This design comes from an exercise in tuning for small area on the open sky130 flow, not from production work.
At most, simulation tests tie the RTL to the original design; equivalence was not proved.
Power figures rest on the tool's default switching activity, not on a simulated workload.

## main
// IExecute
module IExecute #(
   parameter N_BITS = 32,
   parameter N_BITS_REG = 5,
   parameter N_OPCODE = 6
)
(  input i_clk, i_reset,
   input  i_exec_mode,
   input  i_step,
   input [1:0] i_aluOP,
   input i_aluSrc,
   input [N_BITS-1:0] i_datoLeido1,
   input [N_BITS-1:0] i_datoLeido2,
   input [N_BITS-1:0] i_datoExtSigno,
   input [N_BITS-1:0] i_instruccion,
   input [N_BITS_REG-1:0] i_rt_id,
   input [N_BITS_REG-1:0] i_rd_id,
   input [N_BITS_REG-1:0] i_rt_OR_rd,
   input [N_BITS_REG-1:0] i_rd_EX_MEM,
   input [N_BITS_REG-1:0] i_rd_MEM_WB,
   input [N_BITS_REG-1:0] i_rs_id,
   input [N_BITS-1:0] i_wbData,
   input [N_BITS-1:0] i_memData,
   input i_memToReg,
   input i_regWrite_EX_MEM,
   input i_regWrite_MEM_WB,
   input [1:0] i_branch,
   input i_memWrite,
   input [1:0]i_memRead,
   input i_regWrite,
   input i_halt,
   output reg [N_BITS-1:0] o_instruccion,
   output reg  o_ceroSignal,
   output reg  [N_BITS-1:0] o_aluResult,
   output reg [N_BITS-1:0] o_datoLeido2,
   output reg [N_BITS_REG-1:0] o_rd_data,
   output reg [N_BITS_REG-1:0] o_rt_OR_rd,
   output reg o_memToReg,
   output reg [1:0] o_branch,
   output reg o_memWrite,
   output reg o_memRead,
   output reg o_regWrite,
   output reg o_halt
);
Size: about 110 flip-flops, ~350 I/O pins, ~0.0084 sq mm of cells after synthesis.
Settings: LEC_CHECK=0, CAP_MARGIN=10, CORE_MARGIN=2, CORE_UTILIZATION=45, SLEW_MARGIN=10, SYNTH_HIERARCHICAL=1, SYNTH_MINIMUM_KEEP_SIZE=0; clock period 12.0 ns.
standard.sh (not shown) runs the stock make flow with config.mk's settings and CLKGATE_MAP_FILE= SYNTH_SCRIPT=/design/flow/synth_recipe.tcl, a recipe that flattens the netlist after the stock synthesis.
==> flow/flow/run.sh <==
#!/bin/bash
# Layout flow: the standard flow (standard.sh) with two changes:
#  - synthesis is the standard flow's own script (synth_recipe.tcl), except that Yosys's
#    abc call uses an area-oriented mapping script (flow/abc_area.script);
#  - buffer_ports inserts buf_1 cells as the port buffers;
#  - clock tree synthesis uses small clock buffers and no dummy loads;
#  - timing-driven placement does not keep the buffers of its trial repairs.
# Each tool's output is in the ORFS logs; make's output is in standard.log.
set -euo pipefail
HERE=$(pwd)
cat > "$HERE/my_synth.tcl" <<EOF
proc abc {args} {
  set i [lsearch -exact \$args -script]
  if {\$i >= 0} { lset args [expr {\$i+1}] $HERE/flow/abc_area.script }
  puts "abc with area script: \$args"
  yosys abc {*}\$args
}
source $HERE/synth_recipe.tcl
EOF
export BUFFER_PORTS_ARGS="-buffer_cell sky130_fd_sc_hd__buf_1"
# timing-driven global placement, without keeping its resizer's buffers
export GPL_KEEP_OVERFLOW=0
# CTS as ORFS runs it, with small clock buffers and no dummy balancing loads
export CTS_ARGS="-sink_clustering_enable -repair_clock_nets -dont_use_dummy_load -buf_list {sky130_fd_sc_hd__clkbuf_4 sky130_fd_sc_hd__clkbuf_8}"
bash standard.sh SYNTH_SCRIPT="$HERE/my_synth.tcl" finish > standard.log 2>&1
==> flow/flow/abc_area.script <==
strash; &get -n; &st; &dch; &nf -a; &put
Edits applied to the flow inputs when going from main to the feature branch:
--- a/flow/design.v
+++ b/flow/design.v
@@ -22,24 +22,46 @@
 endmodule
 module ex_nand3 (input a, b, c, output y);
    assign y = ~(a & b & c);
 endmodule
 module ex_bsel (input nfb, ext, src, output nb);
    assign nb = ~(src ? ext : ~nfb);
 endmodule
 module ex_ldh (input d, ld, q, hold, output y);
    assign y = (d & ld) | (q & hold);
 endmodule
 module ex_aoi22 (input a1, a2, b1, b2, output y);
    assign y = ~((a1 & a2) | (b1 & b2));
+endmodule
+module ex_nor3 (input a, b, c, output y);
+   assign y = ~(a | b | c);
+endmodule
+module ex_fwd (input [4:0] rem, input [4:0] rmw, input [4:0] r, input vem, vmw, ng,
+               output ex, wb, rf);
+   wire [4:0] e, w;
+   wire e1, e2, w1, w2, exr, wbr;
+   genvar k;
+   generate for (k = 0; k < 5; k = k + 1) begin : g
+      ex_xnor2 u_e (.a(rem[k]), .b(r[k]), .y(e[k]));
+      ex_xnor2 u_w (.a(rmw[k]), .b(r[k]), .y(w[k]));
+   end endgenerate
+   ex_nand3 u_e1 (.a(e[0]), .b(e[1]), .c(e[2]), .y(e1));
+   ex_nand3 u_e2 (.a(e[3]), .b(e[4]), .c(vem), .y(e2));
+   ex_nand3 u_w1 (.a(w[0]), .b(w[1]), .c(w[2]), .y(w1));
+   ex_nand3 u_w2 (.a(w[3]), .b(w[4]), .c(vmw), .y(w2));
+   ex_nor2  u_x  (.a(e1), .b(e2), .y(exr));
+   ex_nor2  u_w  (.a(w1), .b(w2), .y(wbr));
+   ex_nor3  u_ox (.a(e1), .b(e2), .c(ng), .y(ex));
+   ex_nor4  u_ow (.a(w1), .b(w2), .c(exr), .d(ng), .y(wb));
+   ex_nor3  u_of (.a(wbr), .b(exr), .c(ng), .y(rf));
 endmodule
 module ex_nor4 (input a, b, c, d, output y);
    assign y = ~(a | b | c | d);
 endmodule
 module ex_nand4 (input a, b, c, d, output y);
    assign y = ~(a & b & c & d);
 endmodule
 module ex_shr (input [31:0] x, input [3:0] s, input [3:0] ns, output [31:0] z);
    wire [31:0] y0, y1, y2;
    genvar i;
    generate for (i = 0; i < 32; i = i + 1) begin : g
       if (i + 1 < 32) begin : f0
@@ -103,32 +125,31 @@
    output reg o_memToReg,
    output reg [1:0] o_branch,
    output reg o_memWrite,
    output reg o_memRead,
    output reg o_regWrite,
    output reg o_halt
 );
    genvar i;
    wire en   = ~i_exec_mode | i_step;
    wire ld   = en & ~i_reset;
    wire hold = ~en & ~i_reset;
    wire nld  = ~ld;
-   wire exA = i_regWrite_EX_MEM & (|i_rd_EX_MEM) & (i_rd_EX_MEM == i_rs_id);
-   wire wbA = i_regWrite_MEM_WB & (|i_rd_MEM_WB) & (i_rd_MEM_WB == i_rs_id) & ~exA;
-   wire exB = i_regWrite_EX_MEM & (|i_rd_EX_MEM) & (i_rd_EX_MEM == i_rt_id);
-   wire wbB = i_regWrite_MEM_WB & (|i_rd_MEM_WB) & (i_rd_MEM_WB == i_rt_id) & ~exB;
-   wire rfA = ~exA & ~wbA;
-   wire exBg = exB & ld;
-   wire wbBg = wbB & ld;
-   wire rfBg = ~exB & ~wbB & ld;
+   wire vEM = i_regWrite_EX_MEM & (|i_rd_EX_MEM);
+   wire vMW = i_regWrite_MEM_WB & (|i_rd_MEM_WB);
+   wire exA, wbA, rfA, exBg, wbBg, rfBg;
+   ex_fwd u_fa (.rem(i_rd_EX_MEM), .rmw(i_rd_MEM_WB), .r(i_rs_id), .vem(vEM), .vmw(vMW),
+                .ng(1'b0), .ex(exA), .wb(wbA), .rf(rfA));
+   ex_fwd u_fb (.rem(i_rd_EX_MEM), .rmw(i_rd_MEM_WB), .r(i_rt_id), .vem(vEM), .vmw(vMW),
+                .ng(nld), .ex(exBg), .wb(wbBg), .rf(rfBg));
    wire [5:0] op = i_instruccion[31:26];
    wire [5:0] fn = i_instruccion[5:0];
    wire o00 = (i_aluOP == 2'b00);
    wire o10 = (i_aluOP == 2'b10);
    wire o11 = (i_aluOP == 2'b11);
    wire d_add8  = o00 & (op == 6'b100000 | op == 6'b100100);
    wire d_add16 = o00 & (op == 6'b100001 | op == 6'b100011 | op == 6'b100101);
    wire d_add   = (o00 & op == 6'b100111) | (o10 & (fn == 6'b100001 | fn == 6'b000000)) |
                   (o11 & op == 6'b001000);
    wire d_and   = (o00 & (op == 6'b101000 | op == 6'b101001 | op == 6'b101011)) |
                   (o10 & fn == 6'b100100) | (o11 & op == 6'b001100);
    wire d_or    = (o10 & fn == 6'b100101) | (o11 & op == 6'b001101);
## What came out
- As far as synthesized area per cell is concerned, main and the feature branch perform about the same.
- Wire: the feature branch routes more than main
- Reported for the feature branch and main, async set or reset register ratio after synthesis turned out identical to the last digit.
- Number of fill cells in the layout shrinks by a few percent when moving from main to the feature branch.
- Delta (the feature branch minus main): overall die width comparable, first-pass GRT wire length now larger, worst setup slack now larger, fraction of the mapped netlist area in compound gates now larger, average via count per standard cell now larger.
- Diff main -> the feature branch: critical path arrival went down 70 ps; post-placement worst setup slack went up 540 ps; post-route total power went down 1.7%; met2 track demand over resource went up 1.1 points.
The RTL of the feature branch was laid out without a check of its function.

-- separate check: timing with driven ports --
The flow's constraints put no driver on any port. The routed layouts listed below were extracted and timed again, unchanged, in two steps. Step 1: set_driving_cell puts a clkbuf_16 on i_clk and a buf_2 on each other input, an assumption about the parent block. Step 2 adds t to the input delays and takes it off the output delays; t is the mean of the earliest and latest rising clock arrival at the registers after step 1. Input paths then give back, and output paths get back, about the clock's delay inside the block. a / b / c = no drivers / after step 1 / after step 2; a / b = the first two.
run	shift t [ns]	setup WS [ns]	worst setup path after step 2	slew at the worst register clock pin (ns)	worst data-port slew with drivers (ns)
main	0.484	0.561 / 0.581 / 0.097	input to register	0.08 / 0.08	0.07
the feature branch	0.478	0.636 / 0.655 / 0.177	input to register	0.09 / 0.09	0.09
After both steps setup and hold are still met in every run listed. The setup slack of main, which loses most, moves by +0.020 ns with the drivers and by -0.464 ns with both steps.
